Context: an optimization exercise on an open-source flow, tuned for a short achievable clock period and few clock cycles. The choices shown serve that exercise and are no tape-out recipe. Function was checked by simulation only, so behaviour that the tests miss may differ from the original. Power is estimated from default activity; no workload was simulated.

--- design/flow/design.v ---
`default_nettype none
module hart #(
    parameter RESET_ADDR = 32'h00000000
) (
    input  wire        i_clk,
    input  wire        i_rst,
    output wire [31:0] o_imem_raddr,
    input  wire [31:0] i_imem_rdata,
    output wire [31:0] o_dmem_addr,
    output wire        o_dmem_ren,
    output wire        o_dmem_wen,
    output wire [31:0] o_dmem_wdata,
    output wire [ 3:0] o_dmem_mask,
    input  wire [31:0] i_dmem_rdata,
    output wire        o_retire_valid,
    output wire [31:0] o_retire_inst,
    output wire        o_retire_trap,
    output wire        o_retire_halt,
    output wire [ 4:0] o_retire_rs1_raddr,
    output wire [ 4:0] o_retire_rs2_raddr,
    output wire [31:0] o_retire_rs1_rdata,
    output wire [31:0] o_retire_rs2_rdata,
    output wire [ 4:0] o_retire_rd_waddr,
    output wire [31:0] o_retire_rd_wdata,
    output wire [31:0] o_retire_dmem_addr,
    output wire        o_retire_dmem_ren,
    output wire        o_retire_dmem_wen,
    output wire [ 3:0] o_retire_dmem_mask,
    output wire [31:0] o_retire_dmem_wdata,
    output wire [31:0] o_retire_dmem_rdata,
    output wire [31:0] o_retire_pc,
    output wire [31:0] o_retire_next_pc
);
    reg [31:0] pc_f;
    reg [ 1:0] bht [0:63];
    reg        fd_valid;
    reg [31:0] fd_inst, fd_pc, fd_pc4, fd_tgt;
    reg        fd_pred;
    reg        dx_valid;
    reg [31:0] dx_a, dx_b, dx_r2, dx_const;
    reg        dx_a_fm, dx_b_fm, dx_r2_fm;
    reg        dx_sub, dx_arith;
    reg        dx_s_add, dx_s_sll, dx_s_sr, dx_s_slt, dx_s_sltu, dx_s_xor, dx_s_or, dx_s_and, dx_s_const;
    reg        dx_is_br, dx_is_jal, dx_is_jalr, dx_is_load, dx_is_store;
    reg        dx_regwrite;
    reg [ 4:0] dx_rd;
    reg [ 2:0] dx_f3;
    reg [31:0] dx_pc, dx_pc4, dx_tgt, dx_inst;
    reg        dx_pred, dx_halt, dx_trapd;
    reg [31:0] dx_alt;
    reg        dx_mis_static, dx_m_eq, dx_m_ne, dx_m_lt, dx_m_ge, dx_m_ltu, dx_m_geu;
    reg        xm_valid;
    reg [31:0] xm_rdval;
    reg [ 4:0] xm_rd;
    reg        xm_regwrite, xm_is_load, xm_is_store;
    reg [ 2:0] xm_f3;
    reg [31:0] xm_addr, xm_wdata;
    reg [ 3:0] xm_mask;
    reg        xm_ren, xm_wen;
    reg [31:0] xm_pc, xm_tgt, xm_pc4, xm_inst, xm_rs1val, xm_rs2val;
    reg        xm_taken, xm_jalr, xm_sum1;
    reg        xm_halt, xm_trap;
    reg        mw_valid;
    reg [31:0] mw_rdval, mw_rdout;
    reg [ 4:0] mw_rd;
    reg        mw_halt, mw_trap;
    reg [31:0] mw_addr, mw_wdata, mw_rdata;
    reg [ 3:0] mw_mask;
    reg        mw_ren, mw_wen;
    reg [31:0] mw_pc, mw_npc, mw_inst, mw_rs1val, mw_rs2val;
    reg        halted;
    reg [31:0] rf [1:31];
    wire redirect;
    wire [31:0] m_val;       
    wire [31:0] redirect_tgt;
    wire stall;
    assign o_imem_raddr = pc_f;
    wire [31:0] inst_f = i_imem_rdata;
    wire f_is_br  = (inst_f[6:0] == 7'b1100011);
    wire f_is_jal = (inst_f[6:0] == 7'b1101111);
    wire [1:0] f_ctr = bht[pc_f[7:2]];
    wire f_pred = f_is_jal | (f_is_br & f_ctr[1]);
    wire [12:0] immb_f = {inst_f[31], inst_f[7], inst_f[30:25], inst_f[11:8], 1'b0};
    wire [20:0] immj_f = {inst_f[31], inst_f[19:12], inst_f[20], inst_f[30:21], 1'b0};
    wire [13:0] lowb = {1'b0, pc_f[12:0]} + {1'b0, immb_f};
    wire [21:0] lowj = {1'b0, pc_f[20:0]} + {1'b0, immj_f};
    wire [18:0] hb0 = pc_f[31:13];
    wire [18:0] hbp = pc_f[31:13] + 19'd1;
    wire [18:0] hbm = pc_f[31:13] - 19'd1;
    wire [10:0] hj0 = pc_f[31:21];
    wire [10:0] hjp = pc_f[31:21] + 11'd1;
    wire [10:0] hjm = pc_f[31:21] - 11'd1;
    wire [18:0] hb = (lowb[13] & ~immb_f[12]) ? hbp : (~lowb[13] & immb_f[12]) ? hbm : hb0;
    wire [10:0] hj = (lowj[21] & ~immj_f[20]) ? hjp : (~lowj[21] & immj_f[20]) ? hjm : hj0;
    wire [31:0] tgt_b = {hb, lowb[12:0]};
    wire [31:0] tgt_j = {hj, lowj[20:0]};
    wire [31:0] tgt_f = f_is_jal ? tgt_j : tgt_b;
    wire [31:0] pc4_f = pc_f + 32'd4;
    always @(posedge i_clk) begin
        if (i_rst) begin
            pc_f <= RESET_ADDR;
            fd_valid <= 1'b0;
        end else if (redirect) begin
            pc_f <= redirect_tgt;
            fd_valid <= 1'b0;
        end else if (!stall) begin
            pc_f <= f_pred ? tgt_f : pc4_f;
            fd_valid <= 1'b1;
        end
    end
    always @(posedge i_clk) begin
        if (!stall) begin
            fd_inst <= inst_f;
            fd_pc   <= pc_f;
            fd_pc4  <= pc4_f;
            fd_tgt  <= tgt_f;
            fd_pred <= f_pred;
        end
    end
    wire [31:0] inst = fd_inst;
    wire [6:0] opcode = inst[6:0];
    wire [2:0] f3 = inst[14:12];
    wire [6:0] f7 = inst[31:25];
    wire [4:0] rs1 = inst[19:15];
    wire [4:0] rs2 = inst[24:20];
    wire [4:0] rd  = inst[11:7];
    wire op_opimm = (opcode == 7'b0010011);
    wire op_jalr  = (opcode == 7'b1100111);
    wire op_load  = (opcode == 7'b0000011);
    wire op_op    = (opcode == 7'b0110011);
    wire op_store = (opcode == 7'b0100011);
    wire op_br    = (opcode == 7'b1100011);
    wire op_lui   = (opcode == 7'b0110111);
    wire op_auipc = (opcode == 7'b0010111);
    wire op_jal   = (opcode == 7'b1101111);
    wire v_opimm = op_opimm & ((f3 == 3'b001) ? (f7 == 7'd0) :
                               (f3 == 3'b101) ? ((f7 == 7'b0100000) | (f7 == 7'b0000000)) : 1'b1);
    wire v_load  = op_load & (f3 != 3'b011) & (f3 != 3'b110) & (f3 != 3'b111);
    wire v_jalr  = op_jalr & (f3 == 3'b000);
    wire v_op    = op_op & ((f7 == 7'b0000000) | ((f7 == 7'b0100000) & ((f3 == 3'b000) | (f3 == 3'b101))));
    wire v_store = op_store & ((f3 == 3'b000) | (f3 == 3'b001) | (f3 == 3'b010));
    wire v_br    = op_br & (f3 != 3'b010) & (f3 != 3'b011);
    wire v_u     = op_lui | op_auipc;
    wire v_jal   = op_jal;
    wire v_ebreak = (inst == 32'h00100073);
    wire v_any   = v_opimm | v_load | v_jalr | v_op | v_store | v_br | v_u | v_jal | v_ebreak;
    wire uses_rs1 = v_op | v_opimm | v_load | v_jalr | v_store | v_br;
    wire uses_rs2 = v_op | v_store | v_br;
    wire regwrite = v_op | v_opimm | v_load | v_jalr | v_u | v_jal;
    wire [31:0] imm_i = {{21{inst[31]}}, inst[30:20]};
    wire [31:0] imm_s = {{21{inst[31]}}, inst[30:25], inst[11:7]};
    wire [31:0] imm_u = {inst[31:12], 12'd0};
    wire b_is_reg = op_op | op_br;
    wire [31:0] imm_d = op_store ? imm_s : imm_i;
    wire w_we = mw_valid & (mw_rd != 5'd0);
    wire [31:0] rf1 = rf[rs1];
    wire [31:0] rf2 = rf[rs2];
    wire mem_wr = xm_valid & (xm_rd != 5'd0);
    wire [31:0] rs1_val = (rs1 == 5'd0) ? 32'd0 :
                          (mem_wr & (xm_rd == rs1)) ? m_val :
                          (w_we & (mw_rd == rs1)) ? mw_rdval : rf1;
    wire [31:0] rs2_val = (rs2 == 5'd0) ? 32'd0 :
                          (mem_wr & (xm_rd == rs2)) ? m_val :
                          (w_we & (mw_rd == rs2)) ? mw_rdval : rf2;
    wire ex_wr  = dx_valid & (dx_rd != 5'd0);
    wire a_fm  = ex_wr & (dx_rd == rs1);
    wire r2_fm = ex_wr & (dx_rd == rs2);
    assign stall = fd_valid & dx_valid & dx_is_load & (dx_rd != 5'd0) &
                   ((uses_rs1 & (dx_rd == rs1)) | (uses_rs2 & (dx_rd == rs2)));
    wire [31:0] const_d = op_lui ? imm_u :
                          op_auipc ? {fd_pc[31:12] + inst[31:12], fd_pc[11:0]} :
                          fd_pc4;
    wire is_alu = v_op | v_opimm;
    wire alu_add = (is_alu & (f3 == 3'b000)) | v_load | v_store;
    always @(posedge i_clk) begin
        if (i_rst | redirect | stall | ~fd_valid)
            dx_valid <= 1'b0;
        else
            dx_valid <= 1'b1;
    end
    always @(posedge i_clk) begin
        dx_a      <= rs1_val;
        dx_b      <= b_is_reg ? rs2_val : imm_d;
        dx_r2     <= rs2_val;
        dx_const  <= const_d;
        dx_a_fm   <= a_fm;
        dx_b_fm   <= b_is_reg & r2_fm;
        dx_r2_fm  <= r2_fm;
        dx_sub    <= v_op & f7[5] & (f3 == 3'b000);
        dx_arith  <= f7[5];
        dx_s_add  <= alu_add;
        dx_s_sll  <= is_alu & (f3 == 3'b001);
        dx_s_slt  <= is_alu & (f3 == 3'b010);
        dx_s_sltu <= is_alu & (f3 == 3'b011);
        dx_s_xor  <= is_alu & (f3 == 3'b100);
        dx_s_sr   <= is_alu & (f3 == 3'b101);
        dx_s_or   <= is_alu & (f3 == 3'b110);
        dx_s_and  <= is_alu & (f3 == 3'b111);
        dx_s_const <= v_u | v_jal | v_jalr;
        dx_is_br   <= v_br;
        dx_is_jal  <= v_jal;
        dx_is_jalr <= v_jalr;
        dx_is_load <= v_load;
        dx_is_store <= v_store;
        dx_regwrite <= regwrite;
        dx_rd     <= regwrite ? rd : 5'd0;
        dx_f3     <= f3;
        dx_pc     <= fd_pc;
        dx_pc4    <= fd_pc4;
        dx_tgt    <= fd_tgt;
        dx_inst   <= fd_inst;
        dx_pred   <= fd_pred;
        dx_alt    <= fd_pred ? fd_pc4 : fd_tgt;
        dx_mis_static <= v_jalr | (~v_br & (v_jal != fd_pred));
        dx_m_eq   <= v_br & (((f3 == 3'b000) & ~fd_pred) | ((f3 == 3'b001) &  fd_pred));
        dx_m_ne   <= v_br & (((f3 == 3'b000) &  fd_pred) | ((f3 == 3'b001) & ~fd_pred));
        dx_m_lt   <= v_br & (((f3 == 3'b100) & ~fd_pred) | ((f3 == 3'b101) &  fd_pred));
        dx_m_ge   <= v_br & (((f3 == 3'b100) &  fd_pred) | ((f3 == 3'b101) & ~fd_pred));
        dx_m_ltu  <= v_br & (((f3 == 3'b110) & ~fd_pred) | ((f3 == 3'b111) &  fd_pred));
        dx_m_geu  <= v_br & (((f3 == 3'b110) &  fd_pred) | ((f3 == 3'b111) & ~fd_pred));
        dx_halt   <= v_ebreak;
        dx_trapd  <= ~v_any;
    end
    wire [31:0] a  = dx_a_fm  ? xm_rdval : dx_a;
    wire [31:0] b  = dx_b_fm  ? xm_rdval : dx_b;
    wire [31:0] r2 = dx_r2_fm ? xm_rdval : dx_r2;
    wire [31:0] sum = a + (b ^ {32{dx_sub}}) + {31'd0, dx_sub};
    wire eq   = (a == b);
    wire lt31 = (a[30:0] < b[30:0]);
    wire lts  = (a[31] != b[31]) ? a[31] : lt31;
    wire ltu  = (a[31] != b[31]) ? b[31] : lt31;
    wire [31:0] sll = a << b[4:0];
    wire [31:0] sr  = (a >> b[4:0]) | ({32{dx_arith & a[31]}} & ~(32'hffffffff >> b[4:0]));
    wire [31:0] rest   = ({32{dx_s_sll}}   & sll) |
                         ({32{dx_s_sr}}    & sr) |
                         ({32{dx_s_slt}}   & {31'd0, lts}) |
                         ({32{dx_s_sltu}}  & {31'd0, ltu}) |
                         ({32{dx_s_xor}}   & (a ^ b)) |
                         ({32{dx_s_or}}    & (a | b)) |
                         ({32{dx_s_and}}   & (a & b)) |
                         ({32{dx_s_const}} & dx_const);
    wire [31:0] result = ({32{dx_s_add}} & sum) | rest;
    wire br_cond = dx_f3[2] ? ((dx_f3[1] ? ltu : lts) ^ dx_f3[0]) : (eq ^ dx_f3[0]);
    wire taken = dx_is_jal | (dx_is_br & br_cond);
    wire [31:0] jalr_tgt = {sum[31:1], 1'b0};
    assign redirect = dx_valid & (dx_mis_static |
                                  (dx_m_eq & eq)   | (dx_m_ne & ~eq) |
                                  (dx_m_lt & lts)  | (dx_m_ge & ~lts) |
                                  (dx_m_ltu & ltu) | (dx_m_geu & ~ltu));
    assign redirect_tgt = dx_is_jalr ? jalr_tgt : dx_alt;
    wire [1:0] alo = sum[1:0];
    wire [3:0] mask = (dx_f3[1:0] == 2'b00) ? (4'b0001 << alo) :
                      (dx_f3[1:0] == 2'b01) ? ((alo == 2'b00) ? 4'b0011 :
                                               (alo == 2'b10) ? 4'b1100 : 4'b0000) :
                      4'b1111;
    wire [31:0] wdata = mask[0] ? r2 :
                        mask[1] ? {r2[23:0], 8'd0} :
                        mask[2] ? {r2[15:0], 16'd0} :
                                  {r2[7:0], 24'd0};
    wire misalign = (dx_f3[1:0] == 2'b00) ? 1'b0 :
                    (dx_f3[1:0] == 2'b01) ? alo[0] : (alo != 2'b00);
    wire trapx = (misalign & (dx_is_load | dx_is_store)) |
                 (dx_is_jalr ? (sum[1:0] != 2'b00) : ((dx_is_jal | dx_is_br) & (dx_tgt[1:0] != 2'b00)));
    wire st_block = halted | (xm_valid & xm_halt) | mw_halt;
    always @(posedge i_clk) begin
        if (i_rst) begin
            xm_valid <= 1'b0;
            xm_ren   <= 1'b0;
            xm_wen   <= 1'b0;
        end else begin
            xm_valid <= dx_valid;
            xm_ren   <= dx_valid & dx_is_load;
            xm_wen   <= dx_valid & dx_is_store & ~st_block;
        end
    end
    always @(posedge i_clk) begin
        xm_rdval    <= result;
        xm_rd       <= dx_rd;
        xm_regwrite <= dx_regwrite;
        xm_is_load  <= dx_is_load;
        xm_is_store <= dx_is_store;
        xm_f3       <= dx_f3;
        xm_addr     <= {sum[31:2], 2'b00};
        xm_mask     <= mask;
        xm_wdata    <= wdata;
        xm_pc       <= dx_pc;
        xm_taken    <= taken;
        xm_jalr     <= dx_is_jalr;
        xm_sum1     <= sum[1];
        xm_tgt      <= dx_tgt;
        xm_pc4      <= dx_pc4;
        xm_inst     <= dx_inst;
        xm_rs1val   <= a;
        xm_rs2val   <= r2;
        xm_halt     <= dx_halt;
        xm_trap     <= dx_trapd | trapx;
    end
    reg       bu_valid, bu_taken;
    reg [5:0] bu_idx;
    always @(posedge i_clk) begin
        if (i_rst) bu_valid <= 1'b0;
        else       bu_valid <= dx_valid & dx_is_br;
        bu_taken <= br_cond;
        bu_idx   <= dx_pc[7:2];
    end
    integer k;
    always @(posedge i_clk) begin
        if (i_rst) begin
            for (k = 0; k < 64; k = k + 1) bht[k] <= 2'b10;
        end else if (bu_valid) begin
            if (bu_taken) begin
                if (bht[bu_idx] != 2'b11) bht[bu_idx] <= bht[bu_idx] + 2'b01;
            end else begin
                if (bht[bu_idx] != 2'b00) bht[bu_idx] <= bht[bu_idx] - 2'b01;
            end
        end
    end
    assign o_dmem_addr  = xm_addr;
    assign o_dmem_mask  = xm_mask;
    assign o_dmem_wdata = xm_wdata;
    assign o_dmem_ren   = xm_ren;
    assign o_dmem_wen   = xm_wen;
    wire [31:0] md = i_dmem_rdata;
    wire ld_uns = xm_f3[2];
    wire [7:0] ld_b = xm_mask[0] ? md[7:0] : xm_mask[1] ? md[15:8] : xm_mask[2] ? md[23:16] : md[31:24];
    wire [15:0] ld_h = xm_mask[0] ? md[15:0] : md[31:16];
    wire [31:0] ld_val = (xm_mask == 4'b1111) ? md :
                         ((xm_mask == 4'b0011) | (xm_mask == 4'b1100)) ? {{16{~ld_uns & ld_h[15]}}, ld_h} :
                         (xm_mask == 4'b0000) ? 32'd0 :
                         {{24{~ld_uns & ld_b[7]}}, ld_b};
    assign m_val = xm_is_load ? ld_val : xm_rdval;
    wire [31:0] npc_m = xm_jalr ? {xm_addr[31:2], xm_sum1, 1'b0} : xm_taken ? xm_tgt : xm_pc4;
    always @(posedge i_clk) begin
        if (i_rst) begin
            mw_valid <= 1'b0;
            mw_halt  <= 1'b0;
            mw_trap  <= 1'b0;
            halted   <= 1'b0;
        end else begin
            mw_valid <= xm_valid;
            mw_halt  <= xm_valid & xm_halt;
            mw_trap  <= xm_valid & xm_trap;
            if (mw_halt) halted <= 1'b1;
        end
    end
    always @(posedge i_clk) begin
        mw_rdval  <= m_val;
        mw_rdout  <= (xm_rd == 5'd0) ? 32'd0 : m_val;
        mw_rd     <= xm_rd;
        mw_addr   <= xm_addr;
        mw_wdata  <= xm_wdata;
        mw_rdata  <= i_dmem_rdata;
        mw_mask   <= xm_mask;
        mw_ren    <= xm_ren;
        mw_wen    <= xm_valid & xm_is_store;
        mw_pc     <= xm_pc;
        mw_npc    <= npc_m;
        mw_inst   <= xm_inst;
        mw_rs1val <= xm_rs1val;
        mw_rs2val <= xm_rs2val;
    end
    integer j;
    always @(posedge i_clk) begin
        if (i_rst) begin
            for (j = 1; j < 32; j = j + 1) rf[j] <= 32'd0;
        end else if (w_we) begin
            rf[mw_rd] <= mw_rdval;
        end
    end
    assign o_retire_valid      = mw_valid;
    assign o_retire_inst       = mw_inst;
    assign o_retire_trap       = mw_trap;
    assign o_retire_halt       = mw_halt;
    assign o_retire_rs1_raddr  = mw_inst[19:15];
    assign o_retire_rs2_raddr  = mw_inst[24:20];
    assign o_retire_rs1_rdata  = mw_rs1val;
    assign o_retire_rs2_rdata  = mw_rs2val;
    assign o_retire_rd_waddr   = mw_rd;
    assign o_retire_rd_wdata   = mw_rdout;
    assign o_retire_dmem_addr  = mw_addr;
    assign o_retire_dmem_ren   = mw_ren;
    assign o_retire_dmem_wen   = mw_wen;
    assign o_retire_dmem_mask  = mw_mask;
    assign o_retire_dmem_wdata = mw_wdata;
    assign o_retire_dmem_rdata = mw_rdata;
    assign o_retire_pc         = mw_pc;
    assign o_retire_next_pc    = mw_npc;
endmodule
`default_nettype wire
--- design/flow/flow/run.sh ---
#!/bin/bash
set -euo pipefail
bash standard.sh SETUP_SLACK_MARGIN=6.0 finish > standard_flow.log 2>&1
--- design/flow/standard.sh ---
#!/bin/bash
# synth_recipe.tcl (not shown) runs the flow's synth.tcl, then flattens the netlist and writes it again
# the make line also repeats each setting of config.mk as NAME=value (left out here)
make -C /OpenROAD-flow-scripts/flow DESIGN_CONFIG=/design/flow/config.mk WORK_HOME=/design/flow/orfs CLKGATE_MAP_FILE= SYNTH_SCRIPT=/design/flow/synth_recipe.tcl "${@:-finish}"
--- design/flow/config.mk ---
export PLATFORM = sky130hd
export DESIGN_NAME = hart
export DESIGN_NICKNAME = hart
export VERILOG_FILES = /design/flow/design.v
export SDC_FILE = /design/flow/constraint.sdc
export NUM_CORES = 4
export LEC_CHECK = 0
export CAP_MARGIN = 20
export CORE_MARGIN = 2
export CORE_UTILIZATION = 40
export SLEW_MARGIN = 20
--- design/flow/constraint.sdc ---
create_clock -name core_clock -period 9.5 [get_ports {i_clk}]
set_input_delay 1.9000 -clock core_clock [delete_from_list [all_inputs] [get_ports {i_clk}]]
set_output_delay 1.9000 -clock core_clock [all_outputs]
set_load 0.01 [all_outputs]
==> results of run 1 <==
[final cells by class]
type / instances / area [um2]
antenna: 16 / 40.0
clock buffer: 321 / 6690
clock inverter: 118 / 1420
fill: 21956 / 128000
inverter: 178 / 728
multi-input combinational: 5190 / 49400
sequential: 2282 / 58800
tap: 3515 / 4400
timing repair buffer: 1203 / 13500
timing repair inverter: 4 / 31.3
[kinds of logic (layout without fill, tap and decap cells)]
logic type | count (synthesis) | count (layout) | share of synthesized area (%)
other cells | 1 | 52 | 0.00354
compound gates | 1194 | 1194 | 7.41
xor+xnor | 175 | 175 | 1.45
buf+inv | 878 | 1824 | 3.30
flops | 2282 | 2282 | 55.3
simple gates | 2514 | 2552 | 12.4
mux | 1051 | 1051 | 18.0
fa+ha+maj | 182 | 182 | 2.18
[routing by layer]
layer  track usage (%)  routed length [um]
met1              39.3              158000
met2              47.6              194000
met3              6.15               43500
met4              17.4               30100
met5                 0                  73
[how the worst min path moves through the flow]
stage                 from          end  depth (start not counted)
6_report        dx_inst[7]   xm_inst[7]                          0
5_1_grt           dx_pc[7]     xm_pc[7]                          0
4_1_cts         dx_inst[7]   xm_inst[7]                          0
3_5_place_dp     dx_pc[25]    xm_pc[25]                          0
3_3_place_gp   xm_inst[12]  mw_inst[12]                          0
2_1_floorplan   xm_inst[0]   mw_inst[0]                          0
[power breakdown]
group | internal (mW) | switching, mW | total (mW)
Sequential | 11.1 | 0.419 | 11.5
Clock | 5.50 | 4.15 | 9.65
Combinational | 1.85 | 2.54 | 4.39
Total | 18.4 | 7.11 | 25.5
[synth_stat cells (35+ instances only)]
cell	count	share of area, %
sky130_fd_sc_hd__nor2_1	564	2.0
sky130_fd_sc_hd__xnor2_1	114	0.94
sky130_fd_sc_hd__or2_2	47	0.28
sky130_fd_sc_hd__a22oi_1	41	0.29
sky130_fd_sc_hd__and2_1	1021	6.0
sky130_fd_sc_hd__nor2b_1	76	0.45
sky130_fd_sc_hd__ha_1	176	2.1
sky130_fd_sc_hd__o21bai_1	41	0.29
sky130_fd_sc_hd__nor3_1	91	0.43
sky130_fd_sc_hd__inv_1	172	0.61
sky130_fd_sc_hd__mux2_2	86	0.92
sky130_fd_sc_hd__nand3_1	79	0.37
sky130_fd_sc_hd__mux4_2	674	14
sky130_fd_sc_hd__a21o_1	35	0.25
sky130_fd_sc_hd__dfxtp_1	1004	19
sky130_fd_sc_hd__a211oi_1	75	0.53
sky130_fd_sc_hd__mux2i_1	290	2.7
sky130_fd_sc_hd__o211ai_1	37	0.26
sky130_fd_sc_hd__clkbuf_1	543	1.9
sky130_fd_sc_hd__o31ai_1	50	0.35
sky130_fd_sc_hd__xor2_1	61	0.50
sky130_fd_sc_hd__o21ai_0	240	1.1
sky130_fd_sc_hd__edfxtp_1	1278	36
sky130_fd_sc_hd__a21oi_1	363	1.7
sky130_fd_sc_hd__nand2_1	445	1.6
sky130_fd_sc_hd__buf_1	105	0.37
[repair_timing]
action	in CTS	in global routing
buffers inserted	388	134
setup endpoints to repair	1999	1103
pin swaps	132	151
resized for setup	1611	433
cloned	71	14
==> load_flow_metrics.sql, run 1 <==
INSERT INTO impl_metrics (metric_group, metric, value, unit) VALUES
('worst_setup_path', 'critPathMaxStageDelay', '510', 'ps'),
('sta', 'fmaxAchievable', '0.219', 'GHz'),
('worst_setup_path', 'cp_data_required_time', '10310', 'ps'),
('final_layout', 'layout.cells.most_common', 'sky130_fd_sc_hd__edfxtp_1', ''),
('final_layout', 'layout-area-overhead-vs-synth', '27.6', '%'),
('yosys', 'async_set_or_reset_flop_fraction_in_the_synthesized_netlist', '0', '%'),
('placed_design', 'io_buffer_count', '475', ''),
('drt', 'routed_vias', '77604', ''),
('final_layout', 'largest_reg_flops', '1024', ''),
('worst_setup_path', 'timing.critical_path.from', 'dx_b_fm', ''),
('drt', 'totalWireLength', '426000', 'um'),
('cts', 'hold_buffers', '0', ''),
('sta', 'fin_worst_hold_slack', '263', 'ps'),
('placed_design', 'place.detailed.instances', '11765', ''),
('die', 'core_region_area', '263000', 'um2'),
('sta', 'fin_tns_setup', '0', 'ps'),
('cts', 'clock-sinks', '2282', ''),
('power_and_ir_drop', 'cellLeakagePower', '50.9', 'nW'),
('worst_setup_path', 'crit_path_max_fanout', '26', ''),
('sta', 'timing.final.crit_share', '48.0', '%'),
('worst_setup_path', 'timing.critical_path.cells', 'buf_4, buf_6, mux2i_4, inv_2, buf_8, ha_1, o21bai_1, a21oi_1, or3b_2, a21oi_4, a2111oi_4, buf_4, a211oi_4, mux2_4, buf_4, o31ai_4, buf_6, buf_12, nor4b_2, a211o_1', ''),
('worst_setup_path', 'reg2reg_end', 'pc_f[29]', ''),
('yosys', 'post_synth_inst_count', '8277', ''),
('worst_setup_path', 'reg2reg_from', 'dx_b_fm', ''),
('die', 'std_cell_rows', '188', ''),
('cts', 'clock_tree.buffer_depth', '3', ''),
('yosys', 'syn_area_per_cell', '12.8', 'um2'),
('cts', 'tritoncts_buffers', '233', ''),
('power_and_ir_drop', 'power.density_cell_area', '189', 'nW/um2'),
('final_layout', 'reg_top3', 'rf (1024), bht (128)', ''),
('final_layout', 'drive_gt1_share', '31.1', '%'),
('yosys', 'synth_edf_count', '1278', ''),
('final_layout', 'layout.nets', '9338', ''),
('sta', 'finClkSkew', '85.0', 'ps'),
('cts', 'clock-root-buffer', 'sky130_fd_sc_hd__clkbuf_16', ''),
('sta', 'setup_viol', '0', ''),
('die', 'boundaryPins', '480', ''),
('drt', 'vias_per_cell', '6.05', ''),
('yosys', 'mapped_area', '106000', 'um2'),
('worst_setup_path', 'start_kind', 'flop', ''),
('die', 'initial_utilization', '40.3', '%'),
('placed_design', 'place_hpwl', '256000', 'um'),
('global_routing', 'grt_start_max_net_pins', '105', ''),
('drt', 'route.detailed.wl_per_inst', '33.2', 'um'),
('global_routing', 'first_global_vias', '74702', ''),
('worst_setup_path', 'critical_path.n_buffers_inverters', '8', ''),
('run_status', 'status', 'complete, no violations', ''),
('worst_setup_path', 'crit_cells', '20', ''),
('power_and_ir_drop', 'ir_worst_vdd', '178', 'uV'),
('placed_design', 'globalplace.congestion', '0.990', ''),
('placed_design', 'dp_worst_setup_slack', '3740', 'ps'),
('global_routing', 'first_pass_grt_wire_length', '582000', 'um'),
('worst_setup_path', 'cp_top_family', 'compound AO/OA/AOI/OAI gates', ''),
('job', 'drv_cap', '0', ''),
('sta', 'max_slew.worst_pin.slew', '1110', 'ps'),
('cts', 'worst_skew_pair.late_latency', '950', 'ps'),
('sta', 'rsz0062_at_grt', 'yes', ''),
('worst_setup_path', 'worstRegToRegCells', '20', ''),
('final_layout', 'mostFrequentLayoutCells', 'sky130_fd_sc_hd__edfxtp_1, sky130_fd_sc_hd__and2_1, sky130_fd_sc_hd__dfxtp_1', ''),
('worst_setup_path', 'critical-path-top-cell-by-count', 'sky130_fd_sc_hd__buf_4', ''),
('worst_setup_path', 'cell_with_the_largest_stage_delay_on_the_worst_path', 'sky130_fd_sc_hd__or3b_2', ''),
('worst_setup_path', 'startpoint_to_endpoint_class_of_the_critical_path', 'reg -> reg', ''),
('yosys', 'ys_seq_elements', '2282', ''),
('cts', 'cts_tree', 'done', ''),
('final_layout', 'regMostFlops', 'rf', ''),
('global_routing', 'grt_usage', '30.4', '%'),
('yosys', 'synth_ff_type', 'sky130_fd_sc_hd__edfxtp_1', ''),
('worst_setup_path', 'regToRegSetupSlack', '4940', 'ps'),
('yosys', 'yosysWarnings', '1', ''),
('drt', 'firstDrtPassIters', '6', ''),
('sta', 'finalWorstPathRequiredPeriod', '4560', 'ps');
Testbench counts, summed over its fixed seeds: cycles 222,598.
==> inputs of run 2 (changes only) <==
--- a/design/flow/design.v
+++ b/design/flow/design.v
@@ -36,9 +36,11 @@
     reg        fd_valid;
     reg [31:0] fd_inst, fd_pc, fd_pc4, fd_tgt;
     reg        fd_pred;
+    reg [5:0]  fd_pidx, dx_pidx;
     reg        dx_valid;
     reg [31:0] dx_a, dx_b, dx_r2, dx_const;
     reg        dx_a_fm, dx_b_fm, dx_r2_fm;
+    reg        dx_p_ab, dx_p_xb, dx_p_ax, dx_p_xx, dx_g_ab, dx_g_xb, dx_g_ax, dx_g_xx;
     reg        dx_sub, dx_arith;
     reg        dx_s_add, dx_s_sll, dx_s_sr, dx_s_slt, dx_s_sltu, dx_s_xor, dx_s_or, dx_s_and, dx_s_const;
     reg        dx_is_br, dx_is_jal, dx_is_jalr, dx_is_load, dx_is_store;
@@ -78,8 +80,19 @@
     wire [31:0] inst_f = i_imem_rdata;
     wire f_is_br  = (inst_f[6:0] == 7'b1100011);
     wire f_is_jal = (inst_f[6:0] == 7'b1101111);
-    wire [1:0] f_ctr = bht[pc_f[7:2]];
-    wire f_pred = f_is_jal | (f_is_br & f_ctr[1]);
+    reg       f_bit;
+    reg [5:0] f_pidx;
+    wire f_pred = f_is_jal | (f_is_br & f_bit);
+    wire [1:0] f_ctr_next = bht[pc_f[7:2]];
+    always @(posedge i_clk) begin
+        if (i_rst) begin
+            f_bit  <= 1'b1;
+            f_pidx <= 6'd0;
+        end else if (redirect | ~stall) begin
+            f_bit  <= f_ctr_next[1];
+            f_pidx <= pc_f[7:2];
+        end
+    end
     wire [12:0] immb_f = {inst_f[31], inst_f[7], inst_f[30:25], inst_f[11:8], 1'b0};
     wire [20:0] immj_f = {inst_f[31], inst_f[19:12], inst_f[20], inst_f[30:21], 1'b0};
     wire [13:0] lowb = {1'b0, pc_f[12:0]} + {1'b0, immb_f};
@@ -115,6 +128,7 @@
             fd_pc4  <= pc4_f;
             fd_tgt  <= tgt_f;
             fd_pred <= f_pred;
+            fd_pidx <= f_pidx;
         end
     end
     wire [31:0] inst = fd_inst;
@@ -185,6 +199,14 @@
         dx_const  <= const_d;
         dx_a_fm   <= a_fm;
         dx_b_fm   <= b_is_reg & r2_fm;
+        dx_p_ab   <= ~a_fm & ~(b_is_reg & r2_fm);
+        dx_p_xb   <=  a_fm & ~(b_is_reg & r2_fm);
+        dx_p_ax   <= ~a_fm &  (b_is_reg & r2_fm);
+        dx_p_xx   <=  a_fm &  (b_is_reg & r2_fm);
+        dx_g_ab   <= alu_add & ~a_fm & ~(b_is_reg & r2_fm);
+        dx_g_xb   <= alu_add &  a_fm & ~(b_is_reg & r2_fm);
+        dx_g_ax   <= alu_add & ~a_fm &  (b_is_reg & r2_fm);
+        dx_g_xx   <= alu_add &  a_fm &  (b_is_reg & r2_fm);
         dx_r2_fm  <= r2_fm;
         dx_sub    <= v_op & f7[5] & (f3 == 3'b000);
         dx_arith  <= f7[5];
@@ -210,8 +232,9 @@
         dx_tgt    <= fd_tgt;
         dx_inst   <= fd_inst;
         dx_pred   <= fd_pred;
+        dx_pidx   <= fd_pidx;
         dx_alt    <= fd_pred ? fd_pc4 : fd_tgt;
-        dx_mis_static <= v_jalr | (~v_br & (v_jal != fd_pred));
+        dx_mis_static <= ~v_br & (v_jal != fd_pred);
         dx_m_eq   <= v_br & (((f3 == 3'b000) & ~fd_pred) | ((f3 == 3'b001) &  fd_pred));
         dx_m_ne   <= v_br & (((f3 == 3'b000) &  fd_pred) | ((f3 == 3'b001) & ~fd_pred));
         dx_m_lt   <= v_br & (((f3 == 3'b100) & ~fd_pred) | ((f3 == 3'b101) &  fd_pred));
@@ -224,11 +247,32 @@
     wire [31:0] a  = dx_a_fm  ? xm_rdval : dx_a;
     wire [31:0] b  = dx_b_fm  ? xm_rdval : dx_b;
     wire [31:0] r2 = dx_r2_fm ? xm_rdval : dx_r2;
-    wire [31:0] sum = a + (b ^ {32{dx_sub}}) + {31'd0, dx_sub};
-    wire eq   = (a == b);
-    wire lt31 = (a[30:0] < b[30:0]);
-    wire lts  = (a[31] != b[31]) ? a[31] : lt31;
-    wire ltu  = (a[31] != b[31]) ? b[31] : lt31;
+    wire [31:0] xv = xm_rdval;
+    wire [31:0] bs_b = dx_b ^ {32{dx_sub}};
+    wire [31:0] bs_x = xv ^ {32{dx_sub}};
+    wire [31:0] sum_ab = dx_a + bs_b + {31'd0, dx_sub};
+    wire [31:0] sum_xb = xv   + bs_b + {31'd0, dx_sub};
+    wire [31:0] sum_ax = dx_a + bs_x + {31'd0, dx_sub};
+    wire [31:0] sum_xx = xv   + bs_x + {31'd0, dx_sub};
+    wire [31:0] sum = ({32{dx_p_ab}} & sum_ab) | ({32{dx_p_xb}} & sum_xb) |
+                      ({32{dx_p_ax}} & sum_ax) | ({32{dx_p_xx}} & sum_xx);
+    wire [31:0] sum_g = ({32{dx_g_ab}} & sum_ab) | ({32{dx_g_xb}} & sum_xb) |
+                        ({32{dx_g_ax}} & sum_ax) | ({32{dx_g_xx}} & sum_xx);
+    wire eq_ab = (dx_a == dx_b);
+    wire eq_xb = (xv == dx_b);
+    wire eq_ax = (dx_a == xv);
+    wire l31_ab = (dx_a[30:0] < dx_b[30:0]);
+    wire l31_xb = (xv[30:0] < dx_b[30:0]);
+    wire l31_ax = (dx_a[30:0] < xv[30:0]);
+    wire lts_ab = (dx_a[31] != dx_b[31]) ? dx_a[31] : l31_ab;
+    wire lts_xb = (xv[31] != dx_b[31]) ? xv[31] : l31_xb;
+    wire lts_ax = (dx_a[31] != xv[31]) ? dx_a[31] : l31_ax;
+    wire ltu_ab = (dx_a[31] != dx_b[31]) ? dx_b[31] : l31_ab;
+    wire ltu_xb = (xv[31] != dx_b[31]) ? dx_b[31] : l31_xb;
+    wire ltu_ax = (dx_a[31] != xv[31]) ? xv[31] : l31_ax;
+    wire eq  = (dx_p_ab & eq_ab)  | (dx_p_xb & eq_xb)  | (dx_p_ax & eq_ax) | dx_p_xx;
+    wire lts = (dx_p_ab & lts_ab) | (dx_p_xb & lts_xb) | (dx_p_ax & lts_ax);
+    wire ltu = (dx_p_ab & ltu_ab) | (dx_p_xb & ltu_xb) | (dx_p_ax & ltu_ax);
     wire [31:0] sll = a << b[4:0];
     wire [31:0] sr  = (a >> b[4:0]) | ({32{dx_arith & a[31]}} & ~(32'hffffffff >> b[4:0]));
     wire [31:0] rest   = ({32{dx_s_sll}}   & sll) |
@@ -239,15 +283,16 @@
                          ({32{dx_s_or}}    & (a | b)) |
                          ({32{dx_s_and}}   & (a & b)) |
                          ({32{dx_s_const}} & dx_const);
-    wire [31:0] result = ({32{dx_s_add}} & sum) | rest;
+    wire [31:0] result = sum_g | rest;
     wire br_cond = dx_f3[2] ? ((dx_f3[1] ? ltu : lts) ^ dx_f3[0]) : (eq ^ dx_f3[0]);
     wire taken = dx_is_jal | (dx_is_br & br_cond);
-    wire [31:0] jalr_tgt = {sum[31:1], 1'b0};
-    assign redirect = dx_valid & (dx_mis_static |
+    wire redirect_e = dx_valid & (dx_mis_static |
                                   (dx_m_eq & eq)   | (dx_m_ne & ~eq) |
                                   (dx_m_lt & lts)  | (dx_m_ge & ~lts) |
                                   (dx_m_ltu & ltu) | (dx_m_geu & ~ltu));
-    assign redirect_tgt = dx_is_jalr ? jalr_tgt : dx_alt;
+    wire redirect_m = xm_valid & xm_jalr;
+    assign redirect = redirect_m | redirect_e;
+    assign redirect_tgt = redirect_m ? {xm_addr[31:2], xm_sum1, 1'b0} : dx_alt;
     wire [1:0] alo = sum[1:0];
     wire [3:0] mask = (dx_f3[1:0] == 2'b00) ? (4'b0001 << alo) :
                       (dx_f3[1:0] == 2'b01) ? ((alo == 2'b00) ? 4'b0011 :
@@ -268,9 +313,9 @@
             xm_ren   <= 1'b0;
             xm_wen   <= 1'b0;
         end else begin
-            xm_valid <= dx_valid;
-            xm_ren   <= dx_valid & dx_is_load;
-            xm_wen   <= dx_valid & dx_is_store & ~st_block;
+            xm_valid <= dx_valid & ~redirect_m;
+            xm_ren   <= dx_valid & ~redirect_m & dx_is_load;
+            xm_wen   <= dx_valid & ~redirect_m & dx_is_store & ~st_block;
         end
     end
     always @(posedge i_clk) begin
@@ -299,9 +344,9 @@
     reg [5:0] bu_idx;
     always @(posedge i_clk) begin
         if (i_rst) bu_valid <= 1'b0;
-        else       bu_valid <= dx_valid & dx_is_br;
+        else       bu_valid <= dx_valid & ~redirect_m & dx_is_br;
         bu_taken <= br_cond;
-        bu_idx   <= dx_pc[7:2];
+        bu_idx   <= dx_pidx;
     end
     integer k;
     always @(posedge i_clk) begin
==> load_flow_metrics.sql, run 2 <==
INSERT INTO impl_metrics (metric_group, metric, value, unit) VALUES
('drt', 'drt_drc_violations_left', '0', ''),
('drt', 'routed_vias', '87311', ''),
('job', 'drv_cap', '0', ''),
('sta', 'max_slew_margin', '13.4', '%'),
('yosys', 'compound_gate_fraction_of_synth_area', '9.00', '%'),
('worst_setup_path', 'cell_with_the_largest_stage_delay_on_the_worst_path', 'sky130_fd_sc_hd__or4_4', ''),
('cts', 'worst_skew_pair.late_latency', '940', 'ps'),
('drt', 'antenna_violating_nets_post_route', '0', ''),
('drt', 'totalWireLength', '476000', 'um'),
('yosys', 'synth_top_cells_by_count', 'sky130_fd_sc_hd__edfxtp_1, sky130_fd_sc_hd__and2_1, sky130_fd_sc_hd__dfxtp_1, sky130_fd_sc_hd__nand2_1, sky130_fd_sc_hd__nor2_1', ''),
('worst_setup_path', 'cp_top_family', 'simple AND/OR/NAND/NOR gates', ''),
('drt', 'route.top_layer_used', 'met5', ''),
('global_routing', 'grt_usage', '32.1', '%'),
('min_path', 'timing.hold.worst.class', 'reg -> reg', ''),
('final_layout', 'largest_reg_flops', '1024', ''),
('cts', 'clock_tree.buffer_depth', '4', ''),
('die', 'die-area', '288000', 'um2'),
('placed_design', 'globalplace.congestion', '1.03', ''),
('cts', 'hold_buffers', '0', ''),
('drt', 'route.met3.wl', '45200', 'um'),
('worst_setup_path', 'startpoint_to_endpoint_class_of_the_critical_path', 'reg -> reg', ''),
('power_and_ir_drop', 'cellLeakagePower', '54.1', 'nW'),
('yosys', 'synth_xor_xnor_area_share', '2.30', '%'),
('cts', 'clock-sinks', '2308', ''),
('power_and_ir_drop', 'ir_worst_vdd', '168', 'uV'),
('sta', 'final-max-slew-violation-count', '0', ''),
('sta', 'max_slew.worst_pin.slew', '1300', 'ps'),
('run_status', 'status', 'complete, no violations', ''),
('die', 'boundaryPins', '480', ''),
('sta', 'hold_violations', '0', ''),
('die', 'std_cell_rows', '195', ''),
('yosys', 'async_set_or_reset_flop_fraction_in_the_synthesized_netlist', '0', '%'),
('sta', 'setup_viol', '0', ''),
('worst_setup_path', 'end_kind', 'flop', ''),
('yosys', 'combinational_family_with_the_most_area_after_synthesis', 'multiplexers', ''),
('yosys', 'synth_top_cell_area_share', '34.0', '%'),
('yosys', 'yosysUniqueCellTypes', '98', ''),
('worst_setup_path', 'cp_data_required_time', '10270', 'ps'),
('die', 'initial_utilization', '40.2', '%'),
('cts', 'tritoncts_buffers', '248', ''),
('yosys', 'top_cells_by_area_in_the_synthesized_netlist', 'sky130_fd_sc_hd__edfxtp_1, sky130_fd_sc_hd__dfxtp_1, sky130_fd_sc_hd__mux4_2, sky130_fd_sc_hd__and2_1, sky130_fd_sc_hd__ha_1', ''),
('worst_setup_path', 'start_kind', 'flop', ''),
('yosys', 'yosys.cell_count.top_type', 'sky130_fd_sc_hd__edfxtp_1', ''),
('final_layout', 'mostFrequentLayoutCells', 'sky130_fd_sc_hd__edfxtp_1, sky130_fd_sc_hd__and2_1, sky130_fd_sc_hd__dfxtp_1', ''),
('final_layout', 'layout-area-overhead-vs-synth', '23.9', '%'),
('die', 'fp.dieH', '537', 'um'),
('die', 'core_region_area', '282000', 'um2'),
('final_layout', 'regMostFlops', 'rf', ''),
('drt', 'vias_per_cell', '6.12', ''),
('global_routing', 'number_of_antenna_violations_at_the_first_check_in_global_routing', '48', ''),
('yosys', 'syn_area_per_cell', '11.9', 'um2'),
('yosys', 'yosysSeqAreaShare', '52.0', '%'),
('drt', 'route.detailed.wl_per_inst', '33.3', 'um'),
('worst_setup_path', 'critPathMaxStageDelay', '440', 'ps'),
('worst_setup_path', 'critical_path.n_buffers_inverters', '5', ''),
('worst_setup_path', 'crit_path_max_fanout', '8', ''),
('sta', 'finClkSkew', '101', 'ps'),
('worst_setup_path', 'worst-endpoint-arrival', '4890', 'ps'),
('sta', 'fmaxAchievable', '0.243', 'GHz'),
('cts', 'cts.clk_slew.worst_paths', '60', 'ps'),
('yosys', 'yosys.area_share.simple', '13.4', '%'),
('placed_design', 'place_hpwl', '302000', 'um'),
('drt', 'firstDrtPassIters', '6', ''),
('final_layout', 'reg_top3', 'rf (1024), bht (128)', ''),
('global_routing', 'first_pass_grt_wire_length', '653000', 'um'),
('final_layout', 'layout.cells.most_common', 'sky130_fd_sc_hd__edfxtp_1', ''),
('worst_setup_path', 'timing.critical_path.cells', 'clkinvlp_4, ha_4, nand4_1, nor3_2, buf_4, buf_6, nand2_2, or4_4, nand3_4, nor2_2, a211o_1, o41ai_4, buf_4, buf_12, nand3_4, a211o_1', ''),
('yosys', 'synth_edf_count', '1284', ''),
('cts', 'cts_tree', 'done', ''),
('global_routing', 'first_global_vias', '84164', ''),
('yosys', 'synthAdderAreaFrac', '3.67', '%'),
('placed_design', 'io_buffer_count', '475', ''),
('yosys', 'ys_seq_elements', '2308', ''),
('global_routing', 'grt_start_max_net_pins', '73', ''),
('final_layout', 'drive_gt1_share', '26.9', '%'),
('yosys', 'synthMuxAreaShare', '16.0', '%'),
('drt', 'routed_metal_1_wire_length', '179000', 'um'),
('yosys', 'synth_ff_type', 'sky130_fd_sc_hd__edfxtp_1', ''),
('sta', 'fin_worst_hold_slack', '295', 'ps'),
('final_layout', 'layout.nets', '10687', ''),
('sta', 'fin_tns_setup', '0', 'ps'),
('cts', 'h-tree-depth', '4', ''),
('global_routing', 'grt_overflow_total', '0', ''),
('drt', 'dr_wl_met2', '213000', 'um'),
('yosys', 'post_synth_inst_count', '9571', ''),
('drt', 'first_iter_violations', '11496', ''),
('yosys', 'yosysWarnings', '1', ''),
('sta', 'timing.final.crit_share', '43.3', '%'),
('power_and_ir_drop', 'power.density_cell_area', '184', 'nW/um2'),
('sta', 'rsz0062_at_grt', 'yes', ''),
('yosys', 'yosysTopAreaCell', 'sky130_fd_sc_hd__edfxtp_1', ''),
('yosys', 'mapped_area', '113000', 'um2'),
('sta', 'finalWorstPathRequiredPeriod', '4110', 'ps'),
('cts', 'clock-root-buffer', 'sky130_fd_sc_hd__clkbuf_16', ''),
('die', 'die_w', '537', 'um');
run 2: logic make-up (layout without fill, tap and decap cells):
| family | count (synthesis) | in the layout |
|---|---|---|
| mux | 979 | 979 |
| simple gates | 3039 | 3040 |
| xor+xnor | 298 | 298 |
| buf+inv | 1051 | 1941 |
| flops | 2308 | 2308 |
| compound gates | 1566 | 1568 |
| other cells | 1 | 59 |
| fa+ha+maj | 329 | 329 |
run 2: worst register-to-register path: stages, from the launching register on:
cell	delay [ps]
sky130_fd_sc_hd__dfxtp_4	370
sky130_fd_sc_hd__clkinvlp_4	150
sky130_fd_sc_hd__ha_4	320
sky130_fd_sc_hd__nand4_1	270
sky130_fd_sc_hd__nor3_2	380
sky130_fd_sc_hd__buf_4	170
sky130_fd_sc_hd__buf_6	80
sky130_fd_sc_hd__nand2_2	30
sky130_fd_sc_hd__or4_4	440
sky130_fd_sc_hd__nand3_4	150
sky130_fd_sc_hd__nor2_2	50
sky130_fd_sc_hd__a211o_1	280
sky130_fd_sc_hd__o41ai_4	380
sky130_fd_sc_hd__buf_4	190
sky130_fd_sc_hd__buf_12	140
sky130_fd_sc_hd__nand3_4	200
sky130_fd_sc_hd__a211o_1	330
run 2: layer usage:
metal / GRT usage [%] / up-vias
met3: 6.60 / 1287
met1: 40.6 / 44257
li1: - / 36488
met2: 50.0 / 5261
met5: 0 / -
met4: 20.7 / 18
run 2: cell type report:
type | count | area (um2)
Sequential cell | 2308 | 59600
Antenna cell | 23 | 57.6
Timing Repair inverter | 4 | 27.5
Inverter | 288 | 1160
Clock buffer | 337 | 7040
Clock inverter | 120 | 1010
Tap cell | 3743 | 4680
Fill cell | 24523 | 142000
Multi-Input combinational cell | 6250 | 55400
Timing Repair Buffer | 1192 | 11600
run 2: metrics by stage:
stage               util, %  worst slack [ps]  cell area (um2)  instances  total power [mW]
floorplan                 -              4770           115000       9606              13.7
global placement       43.6              3580           123000      13290              15.7
detailed placement     43.6              3620           123000      13291              15.7
CTS                    48.8              5290           138000      14095              25.7
global route           49.8              5330           141000      14254              26.6
finish                 49.8              5390           141000      14265              25.9
run 2: power breakdown:
part	leakage [nW]	switching [mW]	total, mW	internal (mW)
clock	3.98	4.19	9.70	5.51
combinational	28.4	2.65	4.41	1.76
sequential	21.7	0.605	11.8	11.2
total	54.1	7.44	25.9	18.5
run 2: timing repair:
action / 4_1_cts / 5_1_grt
resized for setup: 1644 / 342
buffers inserted: 323 / 142
pin swaps: 241 / 227
setup endpoints to repair: 1204 / 582
cloned: 24 / 4
hold endpoints to repair: 0 / 0
run 2: final timing paths:
check | startpoint | to | slack [ps] | depth (start not counted)
setup / recovery | dx_b[14] | f_bit | 5390 | 16
hold / removal | xm_inst[31] | mw_inst[31] | 300 | 0
setup reg to reg | dx_b[14] | f_bit | 5390 | 16
hold reg to reg | xm_inst[31] | mw_inst[31] | 300 | 0
Testbench counts of run 2, summed over its fixed seeds: cycles 223,525.

-- separate check: timing with driven ports --
The results above use ideal ports. As a check the final layouts listed here were re-extracted and re-timed, cells and wires unchanged.
Step 1: set_driving_cell puts a clkbuf_16 on i_clk and a buf_2 on each other input, an assumption about the parent block.
Step 2 times the ports against the registers' clock, not the clock port: input delays grow and output delays shrink by t, the midpoint of the rising clock arrivals with the driver on.
Three values: no drivers, after step 1, after step 2; two values: the first two.
run	t (ns)	setup slack, ns	worst setup path after step 2	slew at the worst register clock pin (ns)	worst data-port slew with drivers (ns)
run 1	1.002	4.940 / 4.940 / 4.499	input to register	0.08 / 0.08	0.10
run 2	0.987	5.386 / 5.386 / 4.410	input to register	0.07 / 0.07	0.10
After both steps every run listed still meets setup and hold. The setup slack of run 2, which loses most, moves by 0.000 ns with the drivers and by -0.976 ns with both steps.
